This is an optimization exercise on Yosys and OpenROAD, whose aim is small area, a short achievable clock period and few clock cycles per item, not a production implementation.
Only simulation tests tie the RTL to the original design; equivalence was not proved.
Power and IR drop assume default switching activity.

==> flow/design.v <==
`timescale 1 ns / 100 ps
module D_REG(iRSTn,
             iCLK,
             iEN,
             iCLR,
             iDATA,
             oDATA);
    parameter WL = 8;
    input	iRSTn;
    input	iCLK;
    input	iEN;
    input	iCLR;
    input	[WL-1:0] iDATA;
    output	[WL-1:0] oDATA;
    reg 	[WL-1:0] oDATA;
    always @(posedge iCLK or negedge iRSTn)
    begin
        if (~iRSTn)
        begin
            oDATA <= 0;
        end
        else if (iCLR)
        begin
            oDATA <= 0;
        end
            else if (iEN)
            begin
            oDATA	 <= iDATA;
            end
        else
        begin
            oDATA	 <= oDATA;
        end
    end
endmodule
`timescale 1 ns / 100 ps
module COUNTER_VER3	(iCLK,
                     iRSTn,
                     iEN,
                     iCLR,
                     oCNT);
parameter WL  = 8;
parameter IV  = 0;  
parameter LSB = 2;
parameter ECV = 13;  
input	       		iCLK;
input	       		iRSTn;
input	     		iCLR;
input	       		iEN;
output	[WL-1:0]	oCNT;
reg		[WL-1:0]	oCNT;
always @(negedge iRSTn or posedge iCLK)
begin
    if (~iRSTn)
    begin
        oCNT <= IV ;
    end
    else if (iCLR)
    begin
        oCNT <= IV ;
    end
        else if (iEN)
        begin
        if (oCNT[WL-1:LSB] == ECV)
        begin
            oCNT <= IV;
        end
        else
        begin
            oCNT <= oCNT+1;
        end
        end
    else
    begin
        oCNT <= oCNT;
    end
end
endmodule
`timescale 1 ns / 100 ps
module BF(iDATA1,
          iDATA2,
          oDATA_add,
          oDATA_sub);
    parameter IL = 16;
    parameter OL = IL+1;
    input	[IL-1:0] 	iDATA1;
    input	[IL-1:0] 	iDATA2;
    output	[OL-1:0] 	oDATA_add;
    output	[OL-1:0] 	oDATA_sub;
    assign oDATA_add = {iDATA1[IL-1],iDATA1} + {iDATA2[IL-1],iDATA2};
    assign oDATA_sub = {iDATA1[IL-1],iDATA1} - {iDATA2[IL-1],iDATA2};
endmodule
`timescale 1 ns / 100 ps
module CLIP(iDATA,
            oDATA);
    parameter IL = 10;  
    parameter OL = 8;  
    input  [IL-1:0] iDATA;  
    output [OL-1:0] oDATA;  
    wire   [OL-1:0] oDATA;
    assign oDATA = (iDATA[IL-1]) ?
    ((((&iDATA[IL-2:OL-1]) == 0)|((|iDATA[OL-2:0]) == 0)) ?
    ({iDATA[IL-1],{(OL-2){1'b0}},{1'b1}}) :
    ({iDATA[IL-1],iDATA[OL-2:0]})) :  
    ((|(iDATA[IL-2:OL-1])) ?
    ({iDATA[IL-1],{(OL-1){1'b1}}}) : ({iDATA[IL-1],iDATA[OL-2:0]}));
endmodule
`timescale 1 ns / 100 ps
module ROUND_2B(iDATA,
                oDATA);
    parameter IL = 10;
    parameter OL = 7;
    parameter RL = IL - OL;
    input [IL-1:0] iDATA;
    output [OL-1:0] oDATA;
    wire [1:0] sel = iDATA[RL-1:RL-2];
    assign oDATA = (iDATA[IL-1] == 0) ?
    (&iDATA[IL-2:RL-1]) ?
    (iDATA[IL-1:RL]) :
    (iDATA[IL-1:RL]+iDATA[RL-1]) :
    (sel == 2'b00 || sel == 2'b01) ?
    (iDATA[IL-1:RL]) :
    (sel == 2'b10) ?
    (iDATA[IL-1:RL]+|(iDATA[RL-2:0])) : (iDATA[IL-1:RL]+1'b1);
endmodule
`timescale 1 ns / 100 ps
module CPX_MULT(iCLK,
                iRSTn,
                iEN,
                iCLR,
                iDATA_re_1,
                iDATA_im_1,
                iDATA_re_2,
                iDATA_im_2,
                oDATA_re,
                oDATA_im);
    parameter IL1 = 9;
    parameter IL2 = 10;
    parameter OL  = IL1+IL2;
    input 				iCLK;
    input				iRSTn;
    input				iEN;
    input				iCLR;
    input	[IL1-1:0]	iDATA_re_1;
    input	[IL1-1:0]	iDATA_im_1;
    input	[IL2-1:0]	iDATA_re_2;
    input	[IL2-1:0]	iDATA_im_2;
    output	[OL-1:0]	oDATA_re, oDATA_im;
    wire	[OL-2:0]	comp_re_1, comp_im_1;
    wire	[OL-2:0]	comp_re_2, comp_im_2;
    wire	[OL-1:0]	oDATA_re_tmp;
    wire	[OL-1:0]	oDATA_im_tmp;
    wire	[OL-2:0]	D_ff_re1, D_ff_im1,D_ff_re2, D_ff_im2;
    wire	[OL-2:0] 	iDATA1_re_ext  = {{(IL2-1){iDATA_re_1[IL1-1]}}, iDATA_re_1};
    wire 	[OL-2:0] 	iDATA2_re_ext = {{(IL1-1){iDATA_re_2[IL2-1]}}, iDATA_re_2};
    wire	[OL-2:0] 	iDATA1_im_ext  = {{(IL2-1){iDATA_im_1[IL1-1]}}, iDATA_im_1};
    wire	[OL-2:0] 	iDATA2_im_ext  = {{(IL1-1){iDATA_im_2[IL2-1]}}, iDATA_im_2};
    assign	comp_re_1 = iDATA1_re_ext*iDATA2_re_ext;
    assign	comp_re_2 = iDATA1_im_ext*iDATA2_im_ext;
    assign	comp_im_1 = iDATA1_re_ext*iDATA2_im_ext;
    assign	comp_im_2 = iDATA2_re_ext*iDATA1_im_ext;
    assign	oDATA_re_tmp = {{comp_re_1[OL-2],comp_re_1}}-{{comp_re_2[OL-2],comp_re_2}};
    assign	oDATA_im_tmp = {{comp_im_1[OL-2],comp_im_1}}+{{comp_im_2[OL-2],comp_im_2}};
    D_REG#(
    .WL(OL)
    )D_FF_oDATA_RE(
    .iCLK(iCLK),
    .iRSTn(iRSTn),
    .iEN(iEN),
    .iCLR(iCLR),
    .iDATA(oDATA_re_tmp),
    .oDATA(oDATA_re)
    );
    D_REG#(
    .WL(OL)
    )D_FF_oDATA_IM(
    .iCLK(iCLK),
    .iRSTn(iRSTn),
    .iEN(iEN),
    .iCLR(iCLR),
    .iDATA(oDATA_im_tmp),
    .oDATA(oDATA_im)
    );
endmodule
`timescale 1 ns / 100 ps
module TW_ROM(twiddle_addr,
              oDATA_RE,
              oDATA_IM);
    parameter WL = 10;
    parameter WN = 3;
    parameter paraP0000 = 10'b0000000000;  
    parameter paraP3827 = 10'b0011000100;  
    parameter paraN3827 = 10'b1100111100;  
    parameter paraP7071 = 10'b0101101010;  
    parameter paraN7071 = 10'b1010010110;  
    parameter paraP9239 = 10'b0111011001;  
    parameter paraN9239 = 10'b1000100110;  
    parameter paraP1000 = 10'b0111111111;  
    parameter paraN1000 = 10'b1000000001;  
    input		[WN-1:0]		twiddle_addr;
    output		[WL-1:0] 		oDATA_RE;
    output  	[WL-1:0] 		oDATA_IM;
    reg			[WL-1:0]		oDATA_RE;
    reg			[WL-1:0]		oDATA_IM;
    always @(*)
    begin
        case(twiddle_addr)	 
            'd00:
            begin
                oDATA_RE = paraP1000;
                oDATA_IM = paraP0000;
            end
            'd01:
            begin
                oDATA_RE = paraP9239;
                oDATA_IM = paraN3827;
            end
            'd02:
            begin
                oDATA_RE = paraP7071;
                oDATA_IM = paraN7071;
            end
            'd03:
            begin
                oDATA_RE = paraP3827;
                oDATA_IM = paraN9239;
            end
            'd04:
            begin
                oDATA_RE = paraP0000;
                oDATA_IM = paraN1000;
            end
            'd05:
            begin
                oDATA_RE = paraN3827;
                oDATA_IM = paraN9239;
            end
            'd06:
            begin
                oDATA_RE = paraN7071;
                oDATA_IM = paraN7071;
            end
            'd07:
            begin
                oDATA_RE = paraN9239;
                oDATA_IM = paraN3827;
            end
            default:
            begin
                oDATA_RE = 10'b0100000000;
                oDATA_IM = 10'b0000000000;
            end
        endcase
    end
endmodule
`timescale 1 ns / 100 ps
module SINGLE_BF(iRSTn,
                 iCLK,
                 iCLR,
                 iEN,
                 STATE,
                 iDATA,
                 oEN,
                 oDATA);
    parameter	STATE0	 = 3'b000;
    parameter	STATE1	 = 3'b001;
    parameter	STATE2	 = 3'b010;
    parameter	STATE3	 = 3'b011;
    parameter	STATE4	 = 3'b100;
    parameter	CNT	 = 	16;
    parameter	IL 	 = 	16;
    parameter	OL 	 = 	16;
    parameter	TW	  = 	10;
    input 					iRSTn;
    input 					iCLK;
    input 					iCLR;
    input					iEN;
    input	[2:0]			STATE;
    input	[2*IL-1:0]		iDATA;
    output 					oEN;
    output	[2*OL-1:0]		oDATA;
    wire	[IL-1:0]		iDATA_RE = iDATA[2*IL-1:IL];
    wire	[IL-1:0]		iDATA_IM = iDATA[IL-1:0];
    wire	[IL-1:0]		iDATA_RE_D;
    wire	[IL-1:0]		iDATA_IM_D;
    wire	[IL	 :0]		oDATA_RE_HIGH;
    wire	[IL	 :0]		oDATA_RE_LOW;
    wire	[IL	 :0]		oDATA_IM_HIGH;
    wire	[IL	 :0]		oDATA_IM_LOW;
    wire	[OL-1:0]		oDATA_RE_HIGH_C;
    wire	[OL-1:0]		oDATA_IM_HIGH_C;
    wire	[2*OL-1:0]		oDATA_HIGH;
    wire					Cnt_EN;
    wire	[3:0]			oCNT;
    wire	[2:0]			TW_ADDR;
    wire	[TW-1:0]		Tw_RE;
    wire	[TW-1:0]		Tw_IM;
    wire	[IL+TW:0]		oDATA_RE_LOW_TW;
    wire	[IL+TW:0]		oDATA_IM_LOW_TW;
    wire	[OL+1:0]		oDATA_RE_LOW_R;
    wire	[OL+1:0]		oDATA_IM_LOW_R;
    wire	[OL-1:0]		oDATA_RE_LOW_C;
    wire	[OL-1:0]		oDATA_IM_LOW_C;
    wire	[2*OL-1:0]		oDATA_LOW;
    wire	[2*OL-1:0]		oDATA_TMP;
    wire                    iEN_1D;
    wire                    iEN_2D;
    D_REG#(
    .WL(IL)
    )D_REG_BF1_RE(
    .iRSTn(iRSTn),
    .iCLK(iCLK),
    .iEN(iEN||oEN),
    .iCLR(iCLR),
    .iDATA(iDATA_RE),
    .oDATA(iDATA_RE_D)
    );
    D_REG#(
    .WL(IL)
    )D_REG_BF2_IM(
    .iRSTn(iRSTn),
    .iCLK(iCLK),
    .iEN(iEN||oEN),
    .iCLR(iCLR),
    .iDATA(iDATA_IM),
    .oDATA(iDATA_IM_D)
    );
    BF#(
    .IL(IL),
    .OL(IL+1)
    )BF_RE(
    .iDATA1(iDATA_RE_D),		 
    .iDATA2(iDATA_RE),
    .oDATA_add(oDATA_RE_HIGH),		 
    .oDATA_sub(oDATA_RE_LOW)
    );
    BF#(
    .IL(IL),
    .OL(IL+1)
    )BF_IM(
    .iDATA1	(iDATA_IM_D),
    .iDATA2	(iDATA_IM),
    .oDATA_add(oDATA_IM_HIGH),
    .oDATA_sub(oDATA_IM_LOW)
    );
    CLIP#(
    .IL(IL+1),
    .OL(OL)
    )CLIP_HIGH_RE(
    .iDATA(oDATA_RE_HIGH),
    .oDATA(oDATA_RE_HIGH_C)
    );
    CLIP#(
    .IL(IL+1),
    .OL(OL)
    )CLIP_HIGH_IM(
    .iDATA(oDATA_IM_HIGH),
    .oDATA(oDATA_IM_HIGH_C)
    );
    assign	oDATA_HIGH = {oDATA_RE_HIGH_C,oDATA_IM_HIGH_C};
    D_REG#(
    .WL(1'b1)
    )U_D_REG_EN_DELAY(
    .iRSTn(iRSTn),
    .iCLK(iCLK),
    .iEN(1'b1),
    .iCLR(iCLR),
    .iDATA(iEN),
    .oDATA(Cnt_EN)
    );
    COUNTER_VER3#(
    .WL(4),
    .IV(0),
    .LSB(0),
    .ECV(CNT-1)
    )U_COUNTER_V3_WC(
    .iCLK(iCLK),
    .iRSTn(iRSTn),
    .iEN(Cnt_EN),
    .iCLR(iCLR),
    .oCNT(oCNT)
    );
    assign TW_ADDR = (STATE == STATE1) ? {oCNT[3:1]} :
    (STATE == STATE2) ? {oCNT[2:1],1'b0} :
    (STATE == STATE3) ? {oCNT[3],2'b00} :
    (STATE == STATE4) ? {3'b000} : 0;
    TW_ROM U_TW_ROM(		 
    .twiddle_addr(TW_ADDR),
    .oDATA_RE(Tw_RE),
    .oDATA_IM(Tw_IM)
    );
    CPX_MULT#(
    .IL1(IL+1),
    .IL2(10)
    )CPX_MULT_LOW(
    .iCLK(iCLK),
    .iRSTn(iRSTn),
    .iEN(iEN||oEN),
    .iCLR(iCLR),
    .iDATA_re_1(oDATA_RE_LOW),
    .iDATA_im_1(oDATA_IM_LOW),
    .iDATA_re_2(Tw_RE),
    .iDATA_im_2(Tw_IM),
    .oDATA_re(oDATA_RE_LOW_TW),
    .oDATA_im(oDATA_IM_LOW_TW)
    );
    ROUND_2B#(
    .IL(IL+11),
    .OL(IL+2)
    )ROUND_2B_LOW_RE(
    .iDATA(oDATA_RE_LOW_TW),
    .oDATA(oDATA_RE_LOW_R)
    );
    ROUND_2B#(
    .IL(IL+11),
    .OL(IL+2)
    )ROUND_2B_LOW_IM(
    .iDATA(oDATA_IM_LOW_TW),
    .oDATA(oDATA_IM_LOW_R)
    );
    CLIP#(
    .IL(IL+2),
    .OL(OL)
    )CLIP_LOW_RE(
    .iDATA(oDATA_RE_LOW_R),
    .oDATA(oDATA_RE_LOW_C)
    );
    CLIP#(
    .IL(IL+2),
    .OL(OL)
    )CLIP_LOW_IM(
    .iDATA(oDATA_IM_LOW_R),
    .oDATA(oDATA_IM_LOW_C)
    );
    assign oDATA_LOW = {oDATA_RE_LOW_C,oDATA_IM_LOW_C};
    assign	oDATA_TMP = (oCNT[0] == 1) ?
    (oDATA_HIGH) :
    (oCNT[0] == 0) ?
    (oDATA_LOW) : (16'b0);
    D_REG#(
    .WL(1)
    )D_REG_iEN_1D(
    .iRSTn(iRSTn),
    .iCLK(iCLK),
    .iEN(1'b1),
    .iCLR(iCLR),
    .iDATA(iEN),
    .oDATA(iEN_1D)
    );
    D_REG#(
    .WL(1)
    )D_REG_iEN_2D(
    .iRSTn(iRSTn),
    .iCLK(iCLK),
    .iEN(1'b1),
    .iCLR(iCLR),
    .iDATA(iEN_1D),
    .oDATA(iEN_2D)
    );
    D_REG#(
    .WL(1)
    )D_REG_iEN_3D(
    .iRSTn(iRSTn),
    .iCLK(iCLK),
    .iEN(1'b1),
    .iCLR(iCLR),
    .iDATA(iEN_2D),
    .oDATA(oEN)
    );
    D_REG#(
    .WL(2*IL)
    )D_REG_BF_OUT(
    .iRSTn(iRSTn),
    .iCLK(iCLK),
    .iEN(iEN||oEN),
    .iCLR(iCLR),
    .iDATA(oDATA_TMP),
    .oDATA(oDATA)
    );
endmodule
`timescale 1 ns / 100 ps
module MEM_R_CTRL(iRSTn,
                  iCLK,
                  iStart_INT,
                  iCLR,
                  oEN_RC,
                  oEN,
                  RADDR,
                  STATE);
    parameter	STATE0	 = 3'b000;
    parameter	STATE1	 = 3'b001;
    parameter	STATE2	 = 3'b010;
    parameter	STATE3	 = 3'b011;
    parameter	STATE4	 = 3'b100;
    parameter	STATE5	 = 3'b101;
    parameter	CNT		   = 20;
    input 				iRSTn;
    input 				iCLK;
    input 				iStart_INT;
    input 				iCLR;
    output 				oEN_RC;
    output 				oEN;
    output	[6:0]		RADDR;
    output	[2:0]		STATE;
    reg		[2:0]		current_state;
    wire	[2:0]		next_state;
    wire				Cnt_EN;
    wire	[4:0]		oCNT;
    wire				oEN_FINAL;
    always @(posedge iCLK or negedge iRSTn)
    begin
        if (~iRSTn)
        begin
            current_state <= STATE0;
        end
        else if (iCLR)
        begin
            current_state <= STATE0;
        end
        else
        begin
            current_state <= next_state;
        end
    end
    assign next_state = (current_state == STATE0) ? ((iStart_INT == 1) ? STATE1 : STATE0) :
    (current_state == STATE1) ? ((oCNT == CNT-1) ?	STATE2 : STATE1) :
    (current_state == STATE2) ? ((oCNT == CNT-1) ? STATE3 : STATE2) :
    (current_state == STATE3) ? ((oCNT == CNT-1) ? STATE4 : STATE3) :
    (current_state == STATE4) ? ((oCNT == CNT-1) ? STATE5 : STATE4) :
    (current_state == STATE5) ? ((oCNT == CNT-1) ? STATE0 : STATE5) : STATE0;
    assign Cnt_EN = (current_state == STATE0) ? 1'b0 : 1'b1 ;
    COUNTER_VER3#(
    .WL(5),
    .IV(0),
    .LSB(0),
    .ECV(CNT-1)
    )U_COUNTER_V3_WC(
    .iCLK(iCLK),
    .iRSTn(iRSTn),
    .iEN(Cnt_EN),
    .iCLR(iCLR),
    .oCNT(oCNT)
    );
    assign	oEN_RC = (current_state == STATE1) ? ((oCNT < 5'd16) ? {1'b1} : 0) :
    (current_state == STATE2) ? ((oCNT < 5'd16) ? {1'b1} : 0) :
    (current_state == STATE3) ? ((oCNT < 5'd16) ? {1'b1} : 0) :
    (current_state == STATE4) ? ((oCNT < 5'd16) ? {1'b1} : 0) :
    (current_state == STATE5) ? ((oCNT < 5'd16) ? {1'b1} : 0) : 0;
    assign	RADDR = (current_state == STATE1) ? {3'b000,{oCNT[0]},{oCNT[3]},{oCNT[2]},{oCNT[1]}} :
    (current_state == STATE2) ? {3'b001,{oCNT[3]},{oCNT[0]},{oCNT[2]},{oCNT[1]}} :
    (current_state == STATE3) ? {3'b010,{oCNT[2]},{oCNT[1]},{oCNT[0]},{oCNT[3]}} :
    (current_state == STATE4) ? {3'b011,{oCNT[3:0]}} :
    (current_state == STATE5) ? {3'b100,{oCNT[3:0]}} :	0;
    assign	oEN_FINAL = 	(current_state == STATE5)	? ((oCNT < 5'd16) ? 1'b1 : 0) : 0;
    assign	STATE = current_state;
    D_REG#(
    .WL(1)
    )D_REG_oEN(
    .iRSTn(iRSTn),
    .iCLK(iCLK),
    .iCLR(iCLR),
    .iEN(1'b1),
    .iDATA(oEN_FINAL),
    .oDATA(oEN)
    );
endmodule
`timescale 1 ns / 100 ps
module MEM_W_CTRL(iRSTn,
                  iCLK,
                  iStart_W,
                  iCLR,
                  oEN_WC,
                  WADDR);
    parameter	STATE0		 = 3'b000;
    parameter	STATE1		 = 3'b001;
    parameter	STATE2		 = 3'b010;
    parameter	STATE3		 = 3'b011;
    parameter	STATE4		 = 3'b100;
    parameter	CNT			   = 20;
    input 				iRSTn;
    input 				iCLK;
    input 				iStart_W;
    input 				iCLR;
    output 				oEN_WC;
    output	[6:0]		WADDR;
    reg		[2:0]		current_state;
    wire				Cnt_EN;
    wire	[2:0]		next_state;
    wire	[4:0]		oCNT;
    always @(posedge iCLK or negedge iRSTn)
    begin
        if (~iRSTn)
        begin
            current_state <= STATE0;
        end
        else if (iCLR)
        begin
            current_state <= STATE0;
        end
        else
        begin
            current_state <= next_state;
        end
    end
    assign next_state = (current_state == STATE0) ? ((iStart_W == 1) ? STATE1 : STATE0) :
    (current_state == STATE1) ? ((oCNT == CNT-1) ? STATE2 : STATE1) :
    (current_state == STATE2) ? ((oCNT == CNT-1) ? STATE3 : STATE2) :
    (current_state == STATE3) ? ((oCNT == CNT-1) ? STATE4 : STATE3) :
    (current_state == STATE4) ? ((oCNT == CNT-1) ? STATE0 : STATE4) : STATE0;
    assign Cnt_EN = (current_state == STATE0) ? 1'b0 : 1'b1;
    COUNTER_VER3#(
    .WL(5),
    .IV(0),
    .LSB(0),
    .ECV(CNT-1)
    )U_COUNTER_V3_WC(
    .iCLK(iCLK),
    .iRSTn(iRSTn),
    .iEN(Cnt_EN),
    .iCLR(iCLR),
    .oCNT(oCNT)
    );
    assign	oEN_WC = (current_state == STATE1) ? ((oCNT < 5'd16) ? {1'b1} : 0) :
    (current_state == STATE2) ? ((oCNT < 5'd16) ? {1'b1} : 0) :
    (current_state == STATE3) ? ((oCNT < 5'd16) ? {1'b1} : 0) :
    (current_state == STATE4) ? ((oCNT < 5'd16) ? {1'b1} : 0) : 0;
    assign	WADDR = (current_state == STATE1) ? {3'b001,{oCNT[0]},{oCNT[3]},{oCNT[2]},{oCNT[1]}} :
    (current_state == STATE2) ? {3'b010,{oCNT[3]},{oCNT[0]},{oCNT[2]},{oCNT[1]}} :
    (current_state == STATE3) ? {3'b011,{oCNT[2]},{oCNT[1]},{oCNT[0]},{oCNT[3]}} :
    (current_state == STATE4) ? {3'b100,{oCNT[3:0]}} : 0;
endmodule
`timescale 1 ns / 100 ps
module MEMORY(clka,
              ena,
              wea,
              addra,
              dina,
              clkb,
              enb,
              addrb,
              doutb);
    input           clka;
    input           ena;
    input           wea;
    input   [6:0]   addra;
    input   [31:0]  dina;
    input           clkb;
    input           enb;
    input   [6:0]   addrb;
    output  [31:0]  doutb;
    reg     [31:0]  doutb;
    reg     [31:0]  mem [0:79];
    always @(posedge clka)
    begin
        if (ena && wea)
            mem[addra] <= dina;
    end
    always @(posedge clkb)
    begin
        if (enb)
            doutb <= mem[addrb];
    end
endmodule
`timescale 1 ns / 100 ps
module FFT_Top(iRSTn,
               iCLK,
               iStart_INT,
               iCLR,
               iWR_EN,
               iWR_ADDR,
               iWR_DATA,
               oREADY,
               oEN,
               oDATA_re,
               oDATA_im);
    input               iRSTn;
    input               iCLK;
    input               iStart_INT;
    input               iCLR;
    input               iWR_EN;
    input   [3:0]       iWR_ADDR;
    input   [31:0]      iWR_DATA;
    output              oREADY;
    output              oEN;
    output  [15:0]      oDATA_re;
    output  [15:0]      oDATA_im;
    reg                 fresh;       
    reg     [3:0]       nf;          
    reg     [3:0]       fi;          
    reg     [15:0]      asg;         
    reg     [63:0]      wmap;        
    reg     [63:0]      rmap;        
    wire    [3:0]       ws;
    reg                 ir_we, ir_st;
    reg     [3:0]       ir_a;
    reg     [31:0]      ir_d;
    always @(posedge iCLK or negedge iRSTn)
    begin
        if (~iRSTn) begin
            ir_we <= 1'b0;
            ir_st <= 1'b0;
        end
        else begin
            ir_we <= iWR_EN;
            ir_st <= iStart_INT & ~iCLR;
        end
    end
    reg                 ir_rew;
    reg     [3:0]       ir_wm;
    wire                byp   = ir_we && (ir_a == iWR_ADDR);
    always @(posedge iCLK)
    begin
        ir_a   <= iWR_ADDR;
        ir_d   <= iWR_DATA;
        ir_rew <= ~iCLR & ~ir_st & (asg[iWR_ADDR] | byp);
        ir_wm  <= byp ? ws : wmap[iWR_ADDR*4 +: 4];
    end
    reg                 rdy;
    always @(posedge iCLK or negedge iRSTn)
    begin
        if (~iRSTn) rdy <= 1'b0;
        else        rdy <= 1'b1;
    end
    assign oREADY = rdy;
    wire    [3:0]       wm_a  = ir_wm;
    wire                rew   = ir_rew;
    wire    [3:0]       rm_f  = fresh ? fi : rmap[fi*4 +: 4];
    assign              ws    = rew ? wm_a : nf;    
    wire    [3:0]       wm0_n = (ir_we && ir_a == 4'd0) ? ws : wmap[3:0];
    reg     [63:0]      wmap_n;
    integer             q;
    always @(*)
    begin
        wmap_n = wmap;
        if (ir_we) wmap_n[ir_a*4 +: 4] = ws;
    end
    always @(posedge iCLK or negedge iRSTn)
    begin
        if (~iRSTn) begin
            fresh <= 1'b1;
            nf    <= 4'd0;
            fi    <= 4'd1;
            asg   <= 16'd0;
        end
        else if (iCLR) begin
            fresh <= 1'b1;
            nf    <= 4'd0;
            fi    <= 4'd1;
            asg   <= 16'd0;
        end
        else if (ir_st) begin
            fresh <= 1'b0;
            nf    <= wm0_n;
            fi    <= 4'd1;
            asg   <= 16'd0;
        end
        else if (ir_we) begin
            asg[ir_a] <= 1'b1;
            if (~rew) begin
                nf <= rm_f;
                fi <= fi + 4'd1;
            end
        end
    end
    always @(posedge iCLK)
    begin
        wmap <= wmap_n;
        if (ir_st) rmap <= wmap_n;
    end
    reg     [511:0]     mem;
    genvar              g;
    generate
        for (g = 0; g < 16; g = g + 1) begin : G_MEM
            always @(posedge iCLK)
                if (ir_we && ws == g) mem[g*32 +: 32] <= ir_d;
        end
    endgenerate
    reg                 rd_act;
    reg     [3:0]       rd_t;
    reg     [3:0]       rs;
    always @(posedge iCLK or negedge iRSTn)
    begin
        if (~iRSTn) begin
            rd_act <= 1'b0;
            rd_t   <= 4'd0;
        end
        else if (iCLR) begin
            rd_act <= 1'b0;
            rd_t   <= 4'd0;
        end
        else if (ir_st) begin
            rd_act <= 1'b1;
            rd_t   <= 4'd0;
        end
        else if (rd_act) begin
            rd_t   <= rd_t + 4'd1;
            if (rd_t == 4'd15) rd_act <= 1'b0;
        end
    end
    wire    [3:0]       rd_t1 = rd_t + 4'd1;
    always @(posedge iCLK)
        rs <= ir_st ? wm0_n : rmap[rd_t1*4 +: 4];
    reg     [31:0]      fd;
    reg                 fv;
    reg     [3:0]       fidx;
    always @(posedge iCLK)
    begin
        fd   <= mem[rs*32 +: 32];
        fidx <= rd_t;
    end
    always @(posedge iCLK or negedge iRSTn)
    begin
        if (~iRSTn)     fv <= 1'b0;
        else if (iCLR)  fv <= 1'b0;
        else            fv <= rd_act;
    end
    wire    [31:0]      y1, y2, y3, y4;
    wire                v1, v2, v3, v4;
    wire    [3:0]       i1, i2, i3, i4;
    SDF_S1 U_S1(.clk(iCLK), .rstn(iRSTn), .clr(iCLR), .x(fd), .xv(fv), .xi(fidx), .y(y1), .yv(v1), .yi(i1));
    SDF_S2 U_S2(.clk(iCLK), .rstn(iRSTn), .clr(iCLR), .x(y1), .xv(v1), .xi(i1), .y(y2), .yv(v2), .yi(i2));
    SDF_S3 U_S3(.clk(iCLK), .rstn(iRSTn), .clr(iCLR), .x(y2), .xv(v2), .xi(i2), .y(y3), .yv(v3), .yi(i3));
    SDF_S4 U_S4(.clk(iCLK), .rstn(iRSTn), .clr(iCLR), .x(y3), .xv(v3), .xi(i3), .y(y4), .yv(v4), .yi(i4));
    assign oEN      = v4;
    assign oDATA_re = y4[31:16];
    assign oDATA_im = y4[15:0];
endmodule
module TAGD(clk, rstn, clr, iv, ii, ov, oi);
    parameter N = 1;
    input               clk, rstn, clr;
    input               iv;
    input   [3:0]       ii;
    output  [N-1:0]     ov;          
    output  [4*N-1:0]   oi;
    reg     [N-1:0]     v;
    reg     [4*N-1:0]   t;
    always @(posedge clk or negedge rstn)
    begin
        if (~rstn)      v <= {N{1'b0}};
        else if (clr)   v <= {N{1'b0}};
        else if (N > 1) v <= {v[N-2:0], iv};
        else            v <= iv;
    end
    always @(posedge clk)
    begin
        if (N > 1) t <= {t[4*N-5:0], ii};
        else       t <= ii;
    end
    assign ov = v;
    assign oi = t;
endmodule
module SAT17(s, y);
    input   [16:0]  s;
    output  [15:0]  y;
    assign y = (s[16] != s[15]) ? (s[16] ? 16'h8001 : 16'h7fff) :
               (s[15:0] == 16'h8000) ? 16'h8001 : s[15:0];
endmodule
module SAT18(s, y);
    input   [17:0]  s;
    output  [15:0]  y;
    wire            ov = s[17] ? ~(&s[16:15]) : (|s[16:15]);
    assign y = ov ? (s[17] ? 16'h8001 : 16'h7fff) :
               (s[15:0] == 16'h8000) ? 16'h8001 : s[15:0];
endmodule
module R511(d, r);
    input   [16:0]  d;
    output  [17:0]  r;
    wire            c = d[8] & (d[16] | (|d[7:0]));
    assign r = {d[16], d} + {{10{~d[16]}}, ~d[16:9]} + {17'd0, ~c};
endmodule
module BFTOP(a, b, y);
    input   [31:0]  a, b;
    output  [31:0]  y;
    wire    [16:0]  sr = {a[31], a[31:16]} + {b[31], b[31:16]};
    wire    [16:0]  si = {a[15], a[15:0]}  + {b[15], b[15:0]};
    SAT17 U_R(.s(sr), .y(y[31:16]));
    SAT17 U_I(.s(si), .y(y[15:0]));
endmodule
module BFSUB(a, b, rot, dr, di);
    input   [31:0]  a, b;
    input           rot;
    output  [16:0]  dr, di;
    wire    [15:0]  ar = a[31:16], ai = a[15:0], br = b[31:16], bi = b[15:0];
    wire    [15:0]  p1 = rot ? ai : ar;
    wire    [15:0]  q1 = rot ? bi : br;
    wire    [15:0]  p2 = rot ? br : ai;
    wire    [15:0]  q2 = rot ? ar : bi;
    assign dr = {p1[15], p1} - {q1[15], q1};
    assign di = {p2[15], p2} - {q2[15], q2};
endmodule
module CSA27(a, b, c, s, y);
    input   [26:0]  a, b, c;
    output  [26:0]  s, y;
    wire    [26:0]  m = (a & b) | (a & c) | (b & c);
    assign s = a ^ b ^ c;
    assign y = {m[25:0], 1'b0};
endmodule
module SDF_S1(clk, rstn, clr, x, xv, xi, y, yv, yi);
    input               clk, rstn, clr;
    input   [31:0]      x;
    input               xv;
    input   [3:0]       xi;
    output  [31:0]      y;
    output              yv;
    output  [3:0]       yi;
    localparam D = 8;
    wire    [8:0]       tv;
    wire    [35:0]      ti;
    TAGD #(.N(9)) U_TAG(.clk(clk), .rstn(rstn), .clr(clr), .iv(xv), .ii(xi), .ov(tv), .oi(ti));
    wire                osel = ti[4*7+3];
    assign yv = tv[8];
    assign yi = ti[35:32];
    reg     [255:0]     sr;          
    wire    [31:0]      a = sr[255:224];
    wire                bf = xv & xi[3];
    wire    [31:0]      top;
    BFTOP U_TOP(.a(a), .b(x), .y(top));
    wire    [16:0]      dr, di;
    BFSUB U_SUB(.a(a), .b(x), .rot(xi[2]), .dr(dr), .di(di));
    reg     [16:0]      d1r, d1i;
    reg     [1:0]       k1;
    reg                 s1;
    reg     [3:0]       bp;
    always @(posedge clk)
    begin
        d1r <= dr;
        d1i <= di;
        k1  <= xi[1:0];
        s1  <= xi[0] & (xi[2] | xi[1]);      
        bp  <= {bp[2:0], bf};
    end
    wire    [17:0]      e1r = {d1r[16], d1r};
    wire    [17:0]      e1i = {d1i[16], d1i};
    wire    [17:0]      sx = e1r + e1i;
    wire    [17:0]      sy = e1i - e1r;
    wire    [17:0]      xx = (k1 == 2'd2) ? sx : e1r;
    wire    [17:0]      yy = (k1 == 2'd2) ? sy : e1i;
    reg     [18:0]      w2r, w2i;
    reg     [17:0]      v2r, v2i;
    reg                 eA2, eB2, gBr, gDr, gFr, gGr, gAi, gBi, gCi, gDi, gEi, gFi, gGi, s2;
    reg     [8:0]       kr2, ki2;
    wire                k1_0 = (k1 == 2'd0), k1_1 = (k1 == 2'd1), k1_2 = (k1 == 2'd2), k1_3 = (k1 == 2'd3);
    always @(posedge clk)
    begin
        w2r <= k1_3 ? {yy[17], yy} : k1_2 ? {xx, 1'b0} : {xx[17], xx};
        v2r <= k1[1] ? xx : yy;
        w2i <= k1_3 ? {xx[17], xx} : k1_2 ? {yy, 1'b0} : {yy[17], yy};
        v2i <= k1[1] ? yy : xx;
        eA2 <= ~k1_2;
        eB2 <= ~k1_0;
        s2  <= s1;
        gBr <= k1[0];
        gDr <= ~k1[0];
        gFr <= k1[0];
        gGr <= ~k1[0];
        gAi <= k1_3;
        gBi <= k1[0] ^ k1_3;
        gCi <= ~k1_3;
        gDi <= ~k1[0] ^ k1_3;
        gEi <= k1_1;
        gFi <= k1[0] ^ k1_1;
        gGi <= ~k1[0] ^ k1_1;
        kr2 <= k1_0 ? 9'd256 : 9'd258;
        ki2 <= k1_0 ? 9'd256 : k1_1 ? 9'd259 : 9'd258;
    end
    wire    [26:0]      ar_, br_, ai_, bi_;
    S1ROWS U_RR(.w(w2r), .v(v2r), .s(s2), .eA(eA2), .eB(eB2),
                .gA(1'b0), .gB(gBr), .gC(1'b1), .gD(gDr), .gE(1'b0), .gF(gFr), .gG(gGr),
                .kc(kr2), .ps(ar_), .pc(br_));
    S1ROWS U_RI(.w(w2i), .v(v2i), .s(s2), .eA(eA2), .eB(eB2),
                .gA(gAi), .gB(gBi), .gC(gCi), .gD(gDi), .gE(gEi), .gF(gFi), .gG(gGi),
                .kc(ki2), .ps(ai_), .pc(bi_));
    reg     [26:0]      c3rs, c3rc, c3is, c3ic;
    always @(posedge clk)
    begin
        c3rs <= ar_;
        c3rc <= br_;
        c3is <= ai_;
        c3ic <= bi_;
    end
    wire    [26:0]      qr = c3rs + c3rc;
    wire    [26:0]      qi = c3is + c3ic;
    reg     [17:0]      q4r, q4i;
    reg                 f4r, f4i;
    always @(posedge clk)
    begin
        q4r <= qr[26:9];
        q4i <= qi[26:9];
        f4r <= (&qr[8:0]) & ~qr[26];
        f4i <= (&qi[8:0]) & ~qi[26];
    end
    wire    [17:0]      rr = q4r + {17'd0, f4r};
    wire    [17:0]      ri = q4i + {17'd0, f4i};
    wire    [31:0]      bot;
    SAT18 U_CR(.s(rr), .y(bot[31:16]));
    SAT18 U_CI(.s(ri), .y(bot[15:0]));
    always @(posedge clk)
    begin
        sr[31:0]    <= x;
        sr[127:32]  <= sr[95:0];
        sr[159:128] <= bp[3] ? bot : sr[127:96];
        sr[255:160] <= sr[223:128];
    end
    reg     [31:0]      yr;
    always @(posedge clk)
        yr <= osel ? a : top;
    assign y = yr;
endmodule
module S1ROWS(w, v, s, eA, eB, gA, gB, gC, gD, gE, gF, gG, kc, ps, pc);
    input   [18:0]  w;
    input   [17:0]  v;
    input           s;               
    input           eA, eB;          
    input           gA, gB, gC, gD, gE, gF, gG;      
    input   [8:0]   kc;              
    output  [26:0]  ps, pc;
    wire    [26:0]  we = {{8{w[18]}}, w};
    wire    [26:0]  ve = {{9{v[17]}}, v};
    wire    [26:0]  rA = eA ? ({we[17:0], 9'd0} ^ {27{gA}}) : 27'd0;
    wire    [26:0]  rB = eB ? ({we[21:0], 5'd0} ^ {27{gB}}) : 27'd0;
    wire    [26:0]  rC = eB ? ({we[23:0], 3'd0} ^ {27{gC}}) : 27'd0;
    wire    [26:0]  rD = (s ? {we[25:0], 1'b0} : we) ^ {27{gD}};
    wire    [26:0]  rE = eB ? ({ve[18:0], 8'd0} ^ {27{gE}}) : 27'd0;
    wire    [26:0]  rF = eB ? ({ve[20:0], 6'd0} ^ {27{gF}}) : 27'd0;
    wire    [26:0]  rG = eB ? ({ve[24:0], 2'd0} ^ {27{gG}}) : 27'd0;
    wire    [26:0]  rK = {18'd0, kc};
    wire    [26:0]  s1, c1, s2, c2, s3, c3, s4, c4, s5, c5, s6, c6;
    CSA27 U1(.a(rA), .b(rB), .c(rC), .s(s1), .y(c1));
    CSA27 U2(.a(rD), .b(rE), .c(rF), .s(s2), .y(c2));
    CSA27 U3(.a(s1), .b(c1), .c(s2), .s(s3), .y(c3));
    CSA27 U4(.a(c2), .b(rG), .c(rK), .s(s4), .y(c4));
    CSA27 U5(.a(s3), .b(c3), .c(s4), .s(s5), .y(c5));
    CSA27 U6(.a(s5), .b(c5), .c(c4), .s(s6), .y(c6));
    assign ps = s6;
    assign pc = c6;
endmodule
module SDF_S2(clk, rstn, clr, x, xv, xi, y, yv, yi);
    input               clk, rstn, clr;
    input   [31:0]      x;
    input               xv;
    input   [3:0]       xi;
    output  [31:0]      y;
    output              yv;
    output  [3:0]       yi;
    wire    [4:0]       tv;
    wire    [19:0]      ti;
    TAGD #(.N(5)) U_TAG(.clk(clk), .rstn(rstn), .clr(clr), .iv(xv), .ii(xi), .ov(tv), .oi(ti));
    wire                osel = ti[4*3+2];
    assign yv = tv[4];
    assign yi = ti[19:16];
    reg     [127:0]     sr;
    wire    [31:0]      a = sr[127:96];
    wire                bf = xv & xi[2];
    wire    [31:0]      top;
    BFTOP U_TOP(.a(a), .b(x), .y(top));
    wire    [16:0]      dr, di;
    BFSUB U_SUB(.a(a), .b(x), .rot(xi[1]), .dr(dr), .di(di));
    reg     [16:0]      d1r, d1i;
    reg                 w1;
    reg     [2:0]       bp;
    always @(posedge clk)
    begin
        d1r <= dr;
        d1i <= di;
        w1  <= xi[0];
        bp  <= {bp[1:0], bf};
    end
    wire    [17:0]      e1r = {d1r[16], d1r};
    wire    [17:0]      e1i = {d1i[16], d1i};
    wire    [17:0]      sx = e1r + e1i;
    wire    [17:0]      sy = e1i - e1r;
    reg     [17:0]      x2, y2;
    reg                 w2;
    always @(posedge clk)
    begin
        x2 <= w1 ? sx : e1r;
        y2 <= w1 ? sy : e1i;
        w2 <= w1;
    end
    wire    [26:0]      pr_s, pr_c, pi_s, pi_c;
    S2ROWS U_RR(.z(x2), .w(w2), .ps(pr_s), .pc(pr_c));
    S2ROWS U_RI(.z(y2), .w(w2), .ps(pi_s), .pc(pi_c));
    reg     [26:0]      c3rs, c3rc, c3is, c3ic;
    always @(posedge clk)
    begin
        c3rs <= pr_s;
        c3rc <= pr_c;
        c3is <= pi_s;
        c3ic <= pi_c;
    end
    wire    [26:0]      qr = c3rs + c3rc;
    wire    [26:0]      qi = c3is + c3ic;
    wire    [31:0]      bot;
    SAT18 U_CR(.s(qr[26:9]), .y(bot[31:16]));
    SAT18 U_CI(.s(qi[26:9]), .y(bot[15:0]));
    always @(posedge clk)
    begin
        sr[31:0]   <= x;
        sr[95:32]  <= sr[63:0];
        sr[127:96] <= bp[2] ? bot : sr[95:64];
    end
    reg     [31:0]      yr;
    always @(posedge clk)
        yr <= osel ? a : top;
    assign y = yr;
endmodule
module S2ROWS(z, w, ps, pc);
    input   [17:0]  z;
    input           w;
    output  [26:0]  ps, pc;
    wire    [26:0]  ze = {{9{z[17]}}, z};
    wire    [26:0]  r1 = {ze[17:0], 9'd0};
    wire    [26:0]  r2 = ~(w ? {ze[19:0], 7'd0} : ze);
    wire    [26:0]  r3 = w ? ~{ze[21:0], 5'd0} : 27'd0;
    wire    [26:0]  r4 = w ? {ze[23:0], 3'd0} : 27'd0;
    wire    [26:0]  r5 = w ? {ze[25:0], 1'b0} : 27'd0;
    wire    [26:0]  rk = w ? (27'd257 + {26'd0, ~z[17]}) : (27'd256 + {26'd0, ~z[17]});
    wire    [26:0]  s1, c1, s2, c2, s3, c3, s4, c4;
    CSA27 U1(.a(r1), .b(r2), .c(r3), .s(s1), .y(c1));
    CSA27 U2(.a(r4), .b(r5), .c(rk), .s(s2), .y(c2));
    CSA27 U3(.a(s1), .b(c1), .c(s2), .s(s3), .y(c3));
    CSA27 U4(.a(s3), .b(c3), .c(c2), .s(s4), .y(c4));
    assign ps = s4;
    assign pc = c4;
endmodule
module SDF_S3(clk, rstn, clr, x, xv, xi, y, yv, yi);
    input               clk, rstn, clr;
    input   [31:0]      x;
    input               xv;
    input   [3:0]       xi;
    output  [31:0]      y;
    output              yv;
    output  [3:0]       yi;
    wire    [2:0]       tv;
    wire    [11:0]      ti;
    TAGD #(.N(3)) U_TAG(.clk(clk), .rstn(rstn), .clr(clr), .iv(xv), .ii(xi), .ov(tv), .oi(ti));
    wire                osel = ti[4*1+1];
    assign yv = tv[2];
    assign yi = ti[11:8];
    reg     [63:0]      sr;
    wire    [31:0]      a = sr[63:32];
    wire    [31:0]      top;
    BFTOP U_TOP(.a(a), .b(x), .y(top));
    wire    [16:0]      dr, di;
    BFSUB U_SUB(.a(a), .b(x), .rot(xi[0]), .dr(dr), .di(di));
    reg     [16:0]      d1r, d1i;
    always @(posedge clk)
    begin
        d1r <= dr;
        d1i <= di;
    end
    wire    [17:0]      mr, mi;
    R511 U_MR(.d(d1r), .r(mr));
    R511 U_MI(.d(d1i), .r(mi));
    reg     [17:0]      m2r, m2i;
    always @(posedge clk)
    begin
        m2r <= mr;
        m2i <= mi;
    end
    wire    [31:0]      bot;
    SAT18 U_CR(.s(m2r), .y(bot[31:16]));
    SAT18 U_CI(.s(m2i), .y(bot[15:0]));
    always @(posedge clk)
        sr <= {sr[31:0], x};
    reg     [31:0]      yr;
    always @(posedge clk)
        yr <= osel ? bot : top;
    assign y = yr;
endmodule
module SDF_S4(clk, rstn, clr, x, xv, xi, y, yv, yi);
    input               clk, rstn, clr;
    input   [31:0]      x;
    input               xv;
    input   [3:0]       xi;
    output  [31:0]      y;
    output              yv;
    output  [3:0]       yi;
    wire    [2:0]       tv;
    wire    [11:0]      ti;
    TAGD #(.N(3)) U_TAG(.clk(clk), .rstn(rstn), .clr(clr), .iv(xv), .ii(xi), .ov(tv), .oi(ti));
    wire                osel = ti[4*1+0];
    assign yv = tv[2];
    assign yi = ti[11:8];
    reg     [31:0]      sr;
    wire    [31:0]      a = sr;
    wire    [31:0]      top;
    BFTOP U_TOP(.a(a), .b(x), .y(top));
    reg     [31:0]      t1;
    wire    [16:0]      dr, di;
    BFSUB U_SUB(.a(a), .b(x), .rot(1'b0), .dr(dr), .di(di));
    reg     [16:0]      d1r, d1i;
    always @(posedge clk)
    begin
        t1  <= top;
        d1r <= dr;
        d1i <= di;
    end
    wire    [17:0]      mr, mi;
    R511 U_MR(.d(d1r), .r(mr));
    R511 U_MI(.d(d1i), .r(mi));
    reg     [17:0]      m2r, m2i;
    always @(posedge clk)
    begin
        m2r <= mr;
        m2i <= mi;
    end
    wire    [31:0]      bot;
    SAT18 U_CR(.s(m2r), .y(bot[31:16]));
    SAT18 U_CI(.s(m2i), .y(bot[15:0]));
    always @(posedge clk)
        sr <= x;
    reg     [31:0]      yr;
    always @(posedge clk)
        yr <= osel ? bot : t1;
    assign y = yr;
endmodule
==> flow/run.sh <==
#!/bin/bash
# synth_recipe.tcl (not shown) runs the flow's synth.tcl, then flattens the netlist and writes it again
# the make line also repeats each setting of config.mk as NAME=value (left out here)
make -C /OpenROAD-flow-scripts/flow DESIGN_CONFIG=/design/flow/config.mk WORK_HOME=/design/flow/orfs CLKGATE_MAP_FILE= SYNTH_SCRIPT=/design/flow/synth_recipe.tcl finish
==> flow/config.mk <==
export PLATFORM = sky130hd
export DESIGN_NAME = FFT_Top
export DESIGN_NICKNAME = FFT_Top
export VERILOG_FILES = /design/flow/design.v
export SDC_FILE = /design/flow/constraint.sdc
export NUM_CORES = 4
export LEC_CHECK = 0
export ABC_CLOCK_PERIOD_IN_PS = 3000
export CAP_MARGIN = 20
export CORE_MARGIN = 2
export CORE_UTILIZATION = 40
export PLACE_DENSITY = 0.6
export SETUP_SLACK_MARGIN = 5
export SLEW_MARGIN = 20
==> flow/constraint.sdc <==
create_clock -name core_clock -period 10.0 [get_ports {iCLK}]
set_input_delay 2.0000 -clock core_clock [delete_from_list [all_inputs] [get_ports {iCLK}]]
set_output_delay 2.0000 -clock core_clock [all_outputs]
set_load 0.01 [all_outputs]
==> results of run 1 <==
power groups by stage:
stage / Combinational [uW] / Sequential [uW] / Clock, uW
4_1_cts: 19900 / 13600 / 8610
5_1_grt: 22400 / 13800 / 8930
6_report: 19900 / 13600 / 8420
2_1_floorplan: 15100 / 12500 / 0
3_5_place_dp: 19800 / 13800 / 0
3_3_place_gp: 19400 / 13700 / 0
area by class of cell:
cell class | count | area, sq um | area share [%]
Sequential cell | 2050 | 47100 | 42.9
Antenna cell | 4 | 10.0 | 0.00911
Multi-Input combinational cell | 5488 | 47100 | 42.9
Inverter | 720 | 2700 | 2.46
Timing Repair Buffer | 136 | 1190 | 1.09
Clock inverter | 119 | 1740 | 1.58
Clock buffer | 280 | 5950 | 5.41
Tap cell | 3202 | 4010 | 3.65
synthesized netlist by cell type, types with 28 or more instances:
cell	instances	area, sq um
sky130_fd_sc_hd__inv_1	716	2690
sky130_fd_sc_hd__xor2_1	294	2570
sky130_fd_sc_hd__mux4_2	220	4950
sky130_fd_sc_hd__nor4_1	34	213
sky130_fd_sc_hd__o21a_1	42	315
sky130_fd_sc_hd__edfxtp_1	576	17300
sky130_fd_sc_hd__mux2i_1	154	1540
sky130_fd_sc_hd__o22ai_1	28	175
sky130_fd_sc_hd__clkbuf_1	217	815
sky130_fd_sc_hd__a21oi_1	483	2420
sky130_fd_sc_hd__o31ai_1	29	218
sky130_fd_sc_hd__or3_1	37	231
sky130_fd_sc_hd__o211ai_1	55	413
sky130_fd_sc_hd__nand3_1	108	541
sky130_fd_sc_hd__dfrtp_1	52	1300
sky130_fd_sc_hd__xnor2_1	316	2770
sky130_fd_sc_hd__nor2b_1	109	682
sky130_fd_sc_hd__nand2b_1	64	400
sky130_fd_sc_hd__and2_1	125	782
sky130_fd_sc_hd__nand2_1	519	1950
sky130_fd_sc_hd__ha_1	623	7790
sky130_fd_sc_hd__a31oi_1	47	294
sky130_fd_sc_hd__a21o_1	84	631
sky130_fd_sc_hd__buf_1	50	188
sky130_fd_sc_hd__dfxtp_1	1420	28400
sky130_fd_sc_hd__o21ai_0	330	1650
sky130_fd_sc_hd__maj3_1	72	721
sky130_fd_sc_hd__a21boi_0	55	413
sky130_fd_sc_hd__nor3_1	105	526
sky130_fd_sc_hd__and3_1	39	244
sky130_fd_sc_hd__o21bai_1	54	405
sky130_fd_sc_hd__nor2_1	592	2220
sky130_fd_sc_hd__fa_1	369	7390
sky130_fd_sc_hd__a211oi_1	37	278
sky130_fd_sc_hd__mux2_2	119	1340
cells by family (layout without fill, tap and decap cells):
group                    after synthesis  after routing
other                                  1              5
multiplexers                         493            493
adder cells (fa/ha/maj)             1064           1064
flip-flops                          2050           2050
XOR/XNOR                             611            611
AND/OR/NAND/NOR                     1862           1862
buffers and inverters               1003           1255
AO/OA/AOI/OAI                       1457           1457
worst max-delay path, stage by stage (launching register included):
cell,delay [ns]
sky130_fd_sc_hd__dfxtp_4,0.96
sky130_fd_sc_hd__mux2_2,0.42
sky130_fd_sc_hd__ha_1,0.23
sky130_fd_sc_hd__fa_1,0.46
sky130_fd_sc_hd__nor2b_1,0.12
sky130_fd_sc_hd__o21ai_0,0.12
sky130_fd_sc_hd__a21boi_0,0.26
sky130_fd_sc_hd__o21ai_0,0.14
sky130_fd_sc_hd__a21boi_0,0.25
sky130_fd_sc_hd__o21ai_0,0.15
sky130_fd_sc_hd__a21boi_0,0.34
sky130_fd_sc_hd__o31a_1,0.25
sky130_fd_sc_hd__o211ai_1,0.15
sky130_fd_sc_hd__a21oi_1,0.21
sky130_fd_sc_hd__o22ai_1,0.11
worst paths after layout:
check	start	slack, ns	depth (start not counted)	to
worst max-delay path	U_S1.U_TAG.t[33]$_DFF_P_	5.61	14	U_S2.d1r[16]$_DFF_P_
worst min-delay path	U_S2.U_TAG.t[1]$_DFF_P_	0.28	0	U_S2.U_TAG.t[5]$_DFF_P_
worst max register to register	U_S1.U_TAG.t[33]$_DFF_P_	5.61	14	U_S2.d1r[16]$_DFF_P_
worst min register to register	U_S2.U_TAG.t[1]$_DFF_P_	0.28	0	U_S2.U_TAG.t[5]$_DFF_P_
max in group asynchronous	iRSTn	8.16	2	ir_st$_DFF_PN0_
min in group asynchronous	iRSTn	1.24	2	asg[11]$_DFFE_PN0P_
per-layer routing:
metal  vias to the layer above  track usage [%]
li1                      29900                -
met1                     30600             24.1
met2                      1400             32.5
met3                       460             2.49
met4                         2             7.17
met5                         -                0
registers in the layout, summed over array words and instances, names as in the netlist, 27 cells and up:
register	cells
U_S1.U_TAG.t	34
U_S2.sr	128
rmap	64
U_S4.sr	32
U_S4.t1	32
U_S1.sr	256
U_S2.yr	32
U_S4.yr	32
fd	32
U_S3.sr	64
mem	512
U_S3.yr	32
wmap	64
U_S1.yr	32
U_S1.c3rs	27
ir_d	32
U_S1.c3is	27
metrics by stage:
stage	total power [uW]	worst slack, ns	area, sq um	utilization [%]	hold WS [ns]
2_1_floorplan	27600	6.09	97900	-	0.310
3_3_place_gp	33100	5.00	102000	42.0	0.310
3_5_place_dp	33500	5.32	102000	42.0	0.312
4_1_cts	42100	5.61	110000	45.2	0.269
5_1_grt	45200	5.18	110000	45.2	0.274
6_report	41800	5.61	110000	45.2	0.278
==> results.txt, run 1 <==
Route:
- After detailed routing, the average wire length per cell comes to 19.8 microns.
- The first detailed-routing pass took 9 iterations.
- Wire segments on met3 add up to 9280 microns in the final route.
- The remaining routing DRC violations is 0.
- In this run, the number of DRC markers left after iteration 0 of detailed routing was 4408.
- The via count is 62400.
- The total wire length is 237000 microns.
- For this block, wires on met1 add up to 103000 microns.
- After detailed routing, the number of vias per cell comes to 5.20.
- The sum of met2 wire segment lengths after detailed routing is 116000 microns.
- In this run the remaining antenna-violating nets after routing total 0.
- The highest layer used for signal routing is met5.

Yosys:
- Counting flops with an async set or reset pin after synthesis yields a share of 2.63%.
- The number of enable-type register cells in the synthesized netlist is 576.
- The flip-flop and latch count after synthesis is 2050.
- After synthesis, flip-flops and latches occupy 48.1% of the total area.
- The mapped netlist covers 97900 sq um.
- In the synthesized netlist, mux cells make up 8.01% of the area.
- Counting every instance in the synthesized netlist gives 8541.
- Averaged over all synthesized cells, the footprint is 11.5 sq um.
- The area fraction in compound gates after synthesis is 9.31%.
- The warning count from the yosys run is 8.
- The simple-gate share of the synthesized area is 8.97%.
- After synthesis, the largest family of logic cells by area is adder cells.
- The fraction of the mapped netlist area in adder cells is 16.2%.
- The number of nets produced by synthesis is 9574.
- The most used flip-flop cell after synthesis is sky130_fd_sc_hd__dfxtp_1.
- Synthesis instantiated 97 different standard cells from the library.
- The fraction of synthesized cell area in xor and xnor cells is 5.48%.

Placed design:
- The number of instances in the placed design is 11600.
- The count of input and output buffers is 74.
- The HPWL after detailed placement is 172000 microns.
- The congestion estimate from routability-driven global placement came to 0.884.

Global route:
- After global routing the overflow that remains totals 0.
- The overall routing resource usage is 18.9%.
- The number of antenna violations at the first check in global routing was 3.
- Entering global routing, the biggest net connects 93 pins.
- The global-route wire length before repair is 367000 microns.
- The via count of the first global-routing pass is 63500.

Setup path:
- The worst setup path is captured at a flip-flop.
- The category of the critical setup timing path is flip-flop to flip-flop.
- The data arrival time of the critical path is 5.07 ns.
- The maximum fanout along the worst path is 68.
- The required arrival time at the worst endpoint is 10.68 ns.
- The worst setup path is launched from a flip-flop.

Power and ir drop:
- Across the VDD grid, the largest voltage drop is 0.228 mV.
- Cell internal power was estimated by the tool at 24800 uW.
- The switching power total is 17100 uW.
- Per report_power, the clock group accounts for 20.1% of the total.
- The logic gate share of total power is 47.5%.
- The share of total power dissipated in sequential elements is 32.4%.
- Power spread over the standard cell area amounts to 381 nW/um^2.
- Net switching is 40.8% of the power.
- The analysis attributes to cell leakage a power of 0.0449 uW.

Clocking:
- In this run the deepest clock path goes through 3 buffers.
- TritonCTS built the clock tree.
- The number of clock sinks is 2050.
- Buffers added to address setup during post-CTS repair amount to 0.
- The total of cells resized after clock tree synthesis is 0.
- The buffer cell driving the clock tree root is sky130_fd_sc_hd__clkbuf_16.
- The clock-pin transition on the worst setup and hold timing paths is 0.06 ns.
- The total of hold buffers inserted after clock tree synthesis is 0.
- The clock reaches the later pin of the worst-skew pair after 0.90 ns.
- The number of clock buffers added by TritonCTS is 211.
- The clock tree synthesis step divided the H-tree into 4 levels.

Floorplan:
- The floorplan has 181 rows.
- Pin placement for this block handled 75 I/O pins.
- Once the floorplan was initialized, standard cells occupied 40.2% of the core.
- In this run the vertical extent of the chip is 499 microns.
- The die area is 249000 sq um.
- The die is 499 microns wide.
- After floorplanning, the core was sized to cover 243000 sq um.

STA:
- For the pin with the worst max-slew slack, the measured transition is 1.12 ns.
- The number of failing hold endpoints at the final stage came to 0.
- The smallest clock period supported by the final layout is computed as 4.39 ns.
- Of the available clock period, the critical path in the final layout requires 43.9%.
- The peak clock frequency supported by timing is 228 MHz.
- The setup-violating endpoint count in the final report is 0.
- Adding up every negative setup slack in the final design gives 0 ns.
- Setup repair after global routing left no endpoint under its margin.
- The max-slew violation count is 0.
- In this run the tightest slew margin relative to its limit is 25.1%.
- Clock skew on the completed layout was measured at 0.103 ns.

Status:
- The run finished with no timing, DRC or antenna violations.

Layout:
- The count of non-filler cells in the finished layout is 12000.
- The net count of the finished layout is 9640.
- The number of inserted filler cells in the final layout is 22200.
- Leaving out fill and tap cells, the most frequent cell in the layout is sky130_fd_sc_hd__dfxtp_1.
- The library cells used most frequently in the layout, excluding fill and tap cells, are sky130_fd_sc_hd__dfxtp_1, sky130_fd_sc_hd__inv_1, sky130_fd_sc_hd__ha_1, sky130_fd_sc_hd__nor2_1, sky130_fd_sc_hd__edfxtp_1.
- The post-route netlist has 9.92% of its cells at a drive strength greater than 1.
- Compared with the post-synthesis result, the final layout area differs by 12.3%.

Worst hold path:
- In this run the worst hold path is classified as flip-flop to flip-flop.

Job:
- The count of maximum capacitance violations is 0.
Testbench counts, summed over its fixed seeds: cycles 3,368, items 192.
==> run 2: changes to the inputs <==
==> flow/flow/run.sh (new file) <==
#!/bin/bash
set -euo pipefail
bash standard.sh SETUP_SLACK_MARGIN=6.5 TNS_END_PERCENT=100 finish > orfs_make.log 2>&1
==> flow/standard.sh (new file) <==
#!/bin/bash
# synth_recipe.tcl (not shown) runs the flow's synth.tcl, then flattens the netlist and writes it again
# the make line also repeats each setting of config.mk as NAME=value (left out here)
make -C /OpenROAD-flow-scripts/flow DESIGN_CONFIG=/design/flow/config.mk WORK_HOME=/design/flow/orfs CLKGATE_MAP_FILE= SYNTH_SCRIPT=/design/flow/synth_recipe.tcl "${@:-finish}"
--- a/flow/config.mk
+++ b/flow/config.mk
@@ -6,9 +6,7 @@
 export NUM_CORES = 4
 export LEC_CHECK = 0
-export ABC_CLOCK_PERIOD_IN_PS = 3000
 export CAP_MARGIN = 20
 export CORE_MARGIN = 2
 export CORE_UTILIZATION = 40
 export PLACE_DENSITY = 0.6
-export SETUP_SLACK_MARGIN = 5
 export SLEW_MARGIN = 20
removed: flow/run.sh
==> run 2 against run 1 <==
Against the previous run: highest routed layer is now met4; cell count increased by 0.73%; global-route usage is 0.075 points higher; clock-buffer cell count up 13; area after synthesis did not move; fmax increased by 26%; core utilization increased by 0.75 points.
==> results.txt, run 2 <==
Route:
- The total wire length is 241000 microns (was 237000 microns).
- The number of routed nets with antenna violations was 0 (unchanged).
- The via count is 63000 (was 62400).
- The remaining routing DRC violations came to 0 (unchanged).
- The routed wire length per instance is 19.9 microns (was 19.8 microns).
- The initial DRC count was 4569 (was 4408).
- The count of TritonRoute iterations in the first routing pass came to 5 (was 9).
- The vias per cell was 5.21 (was 5.20).

Clocking:
- The clock latency of the later-clocked register in the worst-skew pair is 0.90 ns (about the same).
- The number of buffers inserted during clock tree synthesis is 212 (was 211).
- The number of clock sinks came to 2050 (unchanged).
- The clock-pin transition on the worst setup and hold timing paths is 0.06 ns (about the same).
- The maximum count of clock buffers along a single path is 3 (unchanged).
- The buffer cell driving the clock tree root is sky130_fd_sc_hd__clkbuf_16 (unchanged).
- The total of hold buffers inserted after clock tree synthesis was 0 (unchanged).
- The CTS tree was built (unchanged).
- The H-tree depth is 4 (unchanged).

STA:
- Setup repair after global routing missed its margin: true (was false).
- The peak clock frequency supported by timing is 286 MHz (was 228 MHz).
- The worst slew margin relative to its limit is 31.1% (was 25.1%).
- The setup-violating endpoint count in the final report is 0 (unchanged).
- The final cycle utilization of the critical path is 34.9% (was 43.9%).
- The number of failing hold endpoints at the final stage is 0 (unchanged).
- The setup total negative slack is 0 ns (unchanged).
- The max-slew violation count came to 0 (unchanged).
- The minimum clock period is 3.49 ns (was 4.39 ns).
- The final worst hold slack is 0.272 ns (was 0.278 ns).
- The final setup skew is 0.0785 ns (was 0.103 ns).
- The measured slew at the worst slew-check pin is 1.03 ns (was 1.12 ns).

Yosys:
- The most used flip-flop cell after synthesis is sky130_fd_sc_hd__dfxtp_1 (unchanged).
- Synth cell count leaders: sky130_fd_sc_hd__dfxtp_1, sky130_fd_sc_hd__inv_1, sky130_fd_sc_hd__ha_1 (unchanged).
- The most instantiated library cell after synthesis is sky130_fd_sc_hd__dfxtp_1 (unchanged).
- The cell count after synthesis came to 8541 (unchanged).
- The synthesized area is 97900 sq um (unchanged).
- The number of enable-type register cells in the synthesized netlist was 576 (unchanged).
- The largest area contributor in the netlist is sky130_fd_sc_hd__dfxtp_1 (unchanged).
- The share of synthesized registers carrying an async set or reset is 2.63% (unchanged).
- The distinct cell type count of the synthesized netlist is 97 (unchanged).
- The share of the synthesized area in the top cell type is 29.0% (unchanged).
- The share of the yosys chip area belonging to registers is 48.1% (unchanged).
- The mean instance size in the synthesized netlist came to 11.5 sq um (unchanged).
- The warning count from the yosys run is 8 (unchanged).
- The flip-flop and latch count after synthesis is 2050 (unchanged).
- Area contributors post-synth: sky130_fd_sc_hd__dfxtp_1, sky130_fd_sc_hd__edfxtp_1, sky130_fd_sc_hd__ha_1, sky130_fd_sc_hd__fa_1, sky130_fd_sc_hd__mux4_2 (unchanged).
- The number of nets produced by synthesis is 9574 (unchanged).

Layout:
- The number of nets in the layout was 9729 (was 9640).
- The number of flip-flops in the largest register came to 512 (unchanged).
- Leading cell types in the layout, fill and taps excluded: sky130_fd_sc_hd__dfxtp_1, sky130_fd_sc_hd__inv_1, sky130_fd_sc_hd__ha_1, sky130_fd_sc_hd__edfxtp_1, sky130_fd_sc_hd__nor2_1 (was sky130_fd_sc_hd__dfxtp_1, sky130_fd_sc_hd__inv_1, sky130_fd_sc_hd__ha_1, sky130_fd_sc_hd__nor2_1, sky130_fd_sc_hd__edfxtp_1).
- The proportion of layout cells with a drive suffix above 1 came to 12.9% (was 9.92%).
- The most common cell after layout, fill and taps aside is sky130_fd_sc_hd__dfxtp_1 (unchanged).
- Largest registers: mem x512, U_S1.sr x256, U_S2.sr x128 (unchanged).
- The area growth from synthesis to layout is 14.1% (was 12.3%).
- The largest register by flop count was mem (unchanged).

Global route:
- The overall overflow remaining after global route was 0 (unchanged).
- The via count of the first global-routing pass is 63500 (about the same).
- The global-route wire length before repair is 369000 microns (was 367000 microns).
- The largest net degree at the start of global routing is 97 (was 93).
- The number of antenna violations at the first check in global routing is 7 (was 3).
- The overall routing resource usage is 19.0% (was 18.9%).

Worst hold path:
- The hold path endpoint is U_S2.sr[64]$_DFF_P_ (was U_S2.U_TAG.t[5]$_DFF_P_).
- The worst hold path cell count is 0 (unchanged).
- The worst hold path startpoint is U_S2.sr[32]$_DFF_P_ (was U_S2.U_TAG.t[1]$_DFF_P_).
- The path type of the worst min-delay path is flip-flop to flip-flop (unchanged).

Status:
- Status: timing/DRC/antenna clean (unchanged).

Floorplan:
- The die area was 249000 sq um (unchanged).
- The area inside the core boundary is 243000 sq um (unchanged).
- The die span in y is 499 microns (unchanged).
- The initial cell density of the core is 40.2% (unchanged).
- The number of primary I/O pins came to 75 (unchanged).
- The die width is 499 microns (unchanged).
- The number of core rows was 181 (unchanged).

Power and ir drop:
- The maximum VDD drop is 0.243 mV (was 0.228 mV).
- The cell area power density came to 386 nW/um^2 (was 381 nW/um^2).
- The static power due to leakage was 0.0456 uW (was 0.0449 uW).

Setup path:
- The data arrival time of the critical path is 4.23 ns (was 5.07 ns).
- The kind of end point of the critical path is a flip-flop (unchanged).
- The cell type of the slowest stage on the worst timing path is sky130_fd_sc_hd__fa_2 (was sky130_fd_sc_hd__dfxtp_4).
- The worst flop-to-flop path startpoint is U_S4.d1i[16]$_DFF_P_ (was U_S1.U_TAG.t[33]$_DFF_P_).
- The setup slack of the worst register-to-register path is 6.51 ns (was 5.61 ns).
- The required arrival time at the worst endpoint came to 10.74 ns (was 10.68 ns).
- The most frequent cell on the critical path is sky130_fd_sc_hd__o21ai_2.
- The startpoint type of the worst setup path was a flip-flop (unchanged).
- The worst reg-to-reg path cell count came to 15 (was 14).
- The cell family contributing the most delay on the critical path is compound AO/OA/AOI/OAI gates (unchanged).
- The maximum fanout along the worst path is 2 (was 68).
- The category of the critical setup timing path is flip-flop to flip-flop (unchanged).
- Cell Chain, Critical Path: nor4_4 > a31oi_2 > fa_2 > fa_2 > nor2b_2 > o21ai_2 > a21boi_2 > o21ai_2 > a21boi_2 > o21ai_2 > a21boi_2 > o21ai_2 > a211o_1 > o211ai_1 > a31oi_1 (was mux2_2 > ha_1 > fa_1 > nor2b_1 > o21ai_0 > a21boi_0 > o21ai_0 > a21boi_0 > o21ai_0 > a21boi_0 > o31a_1 > o211ai_1 > a21oi_1 > o22ai_1).
- The delay contributed by the slowest stage of the critical path was 0.43 ns (was 0.96 ns).
- The buffering stage count on the worst path with inverters included is 0 (unchanged).
- The reg-to-reg endpoint is U_S4.m2i[16]$_DFF_P_ (was U_S2.d1r[16]$_DFF_P_).

Placed design:
- The count of input and output buffers is 74 (unchanged).
- The HPWL after detailed placement came to 170000 microns (was 172000 microns).
- The routability congestion estimate is 0.907 (was 0.884).

Job:
- The count of maximum capacitance violations is 0 (unchanged).
[run 2: cells by family after synthesis]
kind of cell / after synthesis / synth area share [%]
DFF: 2050 / 48.1
other: 1 / 0.00383
and+or+nand+nor: 1862 / 8.97
AOI/OAI and AO/OA: 1457 / 9.31
muxes: 493 / 8.01
adders and majority gates: 1064 / 16.2
xor gates and xnor gates: 611 / 5.48
buffers and inverters: 1003 / 3.87
[run 2: routing by layer]
layer,share of wire (%),global-route usage [%]
met5,0,0
met4,3.4,6.66
met3,4.2,2.37
met2,49,32.6
met1,43,24.5
[run 2: power breakdown]
part | switching [uW] | internal (uW)
registers | 2320 | 11300
logic | 11900 | 9330
clock network | 3420 | 4810
total | 17700 | 25400
[run 2: worst max path at each step]
stage	slack [ns]	end	from	depth (start not counted)
2_1_floorplan	6.51	ir_wm[0]$_DFF_P_	iWR_ADDR[1]	5
3_3_place_gp	5.32	ir_wm[3]$_DFF_P_	iWR_ADDR[1]	5
3_5_place_dp	5.31	ir_wm[0]$_DFF_P_	iWR_ADDR[1]	5
4_1_cts	6.35	U_S1.c3is[26]$_DFF_P_	U_S1.kr2[1]$_DFF_P_	12
5_1_grt	6.30	U_S4.m2i[16]$_DFF_P_	U_S4.d1i[16]$_DFF_P_	15
6_report	6.51	U_S4.m2i[16]$_DFF_P_	U_S4.d1i[16]$_DFF_P_	15
[run 2: area by class of cell]
class / instances / area [sq um]
repair buffers: 222 / 2010
diodes: 2 / 5.00
clock buffers: 293 / 5950
well taps: 3202 / 4010
multi-input cells: 5490 / 48300
inverters: 720 / 2700
flip-flops and latches: 2050 / 47200
fillers: 22200 / 132000
clock inverters: 107 / 1520
[run 2: metrics by stage]
step / worst slack (ns) / instances / total power (uW) / util (%) / instance area, sq um
3_3_place_gp: 5.32 / 11600 / 33100 / 42.0 / 102000
2_1_floorplan: 6.51 / 8541 / 27600 / - / 97900
5_1_grt: 6.30 / 12100 / 46400 / 45.9 / 112000
4_1_cts: 6.35 / 12000 / 42300 / 45.3 / 110000
6_report: 6.51 / 12100 / 43100 / 45.9 / 112000
3_5_place_dp: 5.31 / 11600 / 33500 / 42.0 / 102000
[run 2: timing repair]
item / 4_1_cts / 5_1_grt
pin swaps: 20 / 121
setup buffers: 33 / 48
gates resized for setup: 180 / 264
endpoints found under the setup margin: 315 / 274
cloned: 1 / 2

==> port drivers added, routing unchanged <==
The results above use ideal ports. As a check the final layouts listed here were re-extracted and re-timed, cells and wires unchanged. Step 1, drivers: a clkbuf_16 drives iCLK and a buf_2 each remaining input, both assumed. Step 2 moves the port delays by t, midway between the first and last clock arrival at a register: inputs arrive t later, outputs are due t later. That takes back most of the time a late clock gives input paths. Slacks: ideal / step 1 / step 2; pairs: ideal / step 1.
| run | t, ns | setup slack, ns | hold slack, ns |
|---|---|---|---|
| run 1 | 0.939 | 5.608 / 5.608 / 5.393 | 0.278 / 0.278 / 0.278 |
| run 2 | 0.949 | 6.507 / 6.498 / 5.780 | 0.272 / 0.272 / 0.272 |
After both steps setup and hold are still met in every run listed. For run 2, which loses most, drivers alone change the setup slack by -0.009 ns; drivers and shift together by -0.727 ns.
